Context: an optimization exercise on an open-source flow, tuned for small area. The choices shown serve that exercise and are no tape-out recipe. The RTL was checked by simulation tests, not by an equivalence proof against the original design.

build 97:
// sell_machine_2
module sell_machine_2( 
	input clk,
	input in_5j, in_1y, in_5y,
	input in_buy1, in_buy2,
	input reset, in_refund,
	output reg out_less, out_take, out_money,
	output [2:0] which_seg, output [6:0] seg);
Size: roughly 510 cells after synthesis, roughly 21 I/O pins, ~5100 µm² of cells after synthesis.
==> flow/config.mk <==
export PLATFORM = sky130hd
export DESIGN_NAME = sell_machine_2
export DESIGN_NICKNAME = sell_machine_2
export VERILOG_FILES = /design/flow/design.v
export SDC_FILE = /design/flow/constraint.sdc
export NUM_CORES = 4
export LEC_CHECK = 0
export ABC_AREA = 1
export CAP_MARGIN = 20
export CORE_MARGIN = 2
export CORE_UTILIZATION = 40
export SLEW_MARGIN = 20
==> flow/constraint.sdc <==
create_clock -name core_clock -period 20.0 [get_ports {clk}]
set_input_delay 4.0000 -clock core_clock [delete_from_list [all_inputs] [get_ports {clk}]]
set_output_delay 4.0000 -clock core_clock [all_outputs]
set_load 0.01 [all_outputs]
standard.sh (not shown) runs the stock make flow with config.mk's settings and CLKGATE_MAP_FILE= SYNTH_SCRIPT=/design/flow/synth_recipe.tcl, a recipe that flattens the netlist after the stock synthesis.
==> flow/flow/run.sh <==
#!/bin/bash
# Own layout flow: the standard ORFS flow, with an area-oriented ABC mapping script
# (and no pre-mapping ABC pass in Yosys) and a clock tree without dummy loads.
set -euo pipefail
W=$(pwd)
rm -rf "$W/scripts_own"
cp -r "$FLOW_HOME/scripts" "$W/scripts_own"
cp "$W/flow/abc_area.script" "$W/scripts_own/abc_area.script"
export CTS_ARGS="-sink_clustering_enable -repair_clock_nets -dont_use_dummy_load -buf_list sky130_fd_sc_hd__clkbuf_8"
bash standard.sh SCRIPTS_DIR="$W/scripts_own" SYNTH_ARGS=-noabc ABC_AREA=1 finish > "$W/standard_flow.log" 2>&1
==> flow/flow/abc_area.script <==
strash
dc2
&get -n
&st
&dch -f
&nf -R 1000 -a
&put
topo
Input-level comparison between build 89 and build 97:
==> flow/run.sh (new file) <==
#!/bin/bash
# synth_recipe.tcl (not shown) runs the flow's synth.tcl, then flattens the netlist and writes it again
# the make line also repeats each setting of config.mk as NAME=value (left out here)
make -C /OpenROAD-flow-scripts/flow DESIGN_CONFIG=/design/flow/config.mk WORK_HOME=/design/flow/orfs CLKGATE_MAP_FILE= SYNTH_SCRIPT=/design/flow/synth_recipe.tcl finish
--- a/flow/config.mk
+++ b/flow/config.mk
@@ -11,2 +11,5 @@
 export CORE_UTILIZATION = 40
+export CTS_BUF_LIST = sky130_fd_sc_hd__clkbuf_8
+export CTS_CLUSTER_DIAMETER = 200
+export CTS_CLUSTER_SIZE = 40
 export SLEW_MARGIN = 20
removed: flow/flow/run.sh
removed: flow/flow/abc_area.script
removed: flow/standard.sh
Findings:
- Non-clock buffer contribution to total cell area: build 89 vs build 97 down 0.52 points
- Changes observed in build 89 relative to build 97: synthesized area shows an increase of 14%.
- Looking only at sequential share of layout area, and setting everything else aside, the lower value of build 97 and build 89 goes to build 89.
- Taking build 97 over build 89, the critical path depth ratio works out to 0.800.
- Build 89 vs build 97: met2 capacity usage during global routing up
### build 89 -> build 48
--- a/flow/config.mk
+++ b/flow/config.mk
@@ -11,5 +11,2 @@
 export CORE_UTILIZATION = 40
-export CTS_BUF_LIST = sky130_fd_sc_hd__clkbuf_8
-export CTS_CLUSTER_DIAMETER = 200
-export CTS_CLUSTER_SIZE = 40
 export SLEW_MARGIN = 20
Notes after the runs:
On first-iteration DRC count: between build 89 and build 48, it ends up lower for build 89.
Build 48: no failed stages, no open violations at the end

* * *

sell_machine_2, a different RTL version from the one above (not shown whole).
Size: roughly 470 cells after synthesis, roughly 91 flip-flops, about 21 I/O pins, ~0.0049 mm2 of cells after synthesis.
==> flow/config.mk <==
export PLATFORM = sky130hd
export DESIGN_NAME = sell_machine_2
export DESIGN_NICKNAME = sell_machine_2
export VERILOG_FILES = /design/flow/design.v
export SDC_FILE = /design/flow/constraint.sdc
export NUM_CORES = 4
export LEC_CHECK = 0
export ABC_AREA = 1
export CAP_MARGIN = 20
export CORE_MARGIN = 2
export CORE_UTILIZATION = 40
export SLEW_MARGIN = 20
==> flow/constraint.sdc <==
create_clock -name core_clock -period 20.0 [get_ports {clk}]
set_input_delay 4.0000 -clock core_clock [delete_from_list [all_inputs] [get_ports {clk}]]
set_output_delay 4.0000 -clock core_clock [all_outputs]
set_load 0.01 [all_outputs]
==> flow/flow/run.sh <==
#!/bin/bash
# Own layout flow: the standard ORFS flow, with an area-oriented ABC mapping script
# (and no pre-mapping ABC pass in Yosys) and a clock tree without dummy loads.
set -euo pipefail
W=$(pwd)
rm -rf "$W/scripts_own"
cp -r "$FLOW_HOME/scripts" "$W/scripts_own"
cp "$W/flow/abc_area.script" "$W/scripts_own/abc_area.script"
export CTS_ARGS="-sink_clustering_enable -repair_clock_nets -dont_use_dummy_load -buf_list sky130_fd_sc_hd__clkbuf_8"
export BUFFER_PORTS_ARGS="-buffer_cell sky130_fd_sc_hd__buf_1"
bash standard.sh SCRIPTS_DIR="$W/scripts_own" SYNTH_ARGS=-noabc ABC_AREA=1 finish > "$W/standard_flow.log" 2>&1
==> flow/flow/abc_area.script <==
strash
dc2
&get -n
&st
&dch -f
&nf -R 1000 -a
&put
topo
Change:
==> flow/flow/abc_area.script (replaced) <==
strash
&get -n
&deepsyn -T 60
&put
&get -n
&st
&dch -f
&nf -R 1000 -a
&put
topo
The new run completed without violations.
Wire length is lower by 3.0%.
Utilization is lower by 0.25 points.
Cell area is lower by 0.57%.
Clock skew is about the same.
Global-route usage is lower by 0.50 points.
Non-clock buffer count does not change.
Register-to-register slack gets better by 0.56 ns.
Area after synthesis is lower by 0.74%.
Count of clock-buffer cells in the layout stays the same.
Worst hold slack gets worse by 0.0094 ns.

[what the ideal ports hide]
The flow's constraints put no driver on any port. The routed layouts listed below were extracted and timed again, unchanged, in two steps. Step 1 assumes that a clkbuf_16 drives the clock port and a buf_2 every other input. Step 2 moves the port delays by t, midway between the first and last clock arrival at a register: inputs arrive t later, outputs are due t later. That takes back most of the time a late clock gives input paths. Slacks: ideal ports / drivers / drivers and shift; pairs: ideal ports / drivers.
run | t (ns) | slack for setup (ns) | worst setup path at the end
build 97 | 0.373 | 10.763 / 10.763 / 10.763 | register to register
build 89 | 0.399 | 11.032 / 11.032 / 11.032 | register to register
build 48 | 0.381 | 11.028 / 11.028 / 11.028 | register to register
the first run of note 2 | 0.366 | 8.333 / 8.333 / 8.333 | register to register
the second run of note 2 | 0.370 | 8.894 / 8.894 / 8.894 | register to register
After both steps setup and hold are still met in every run listed.
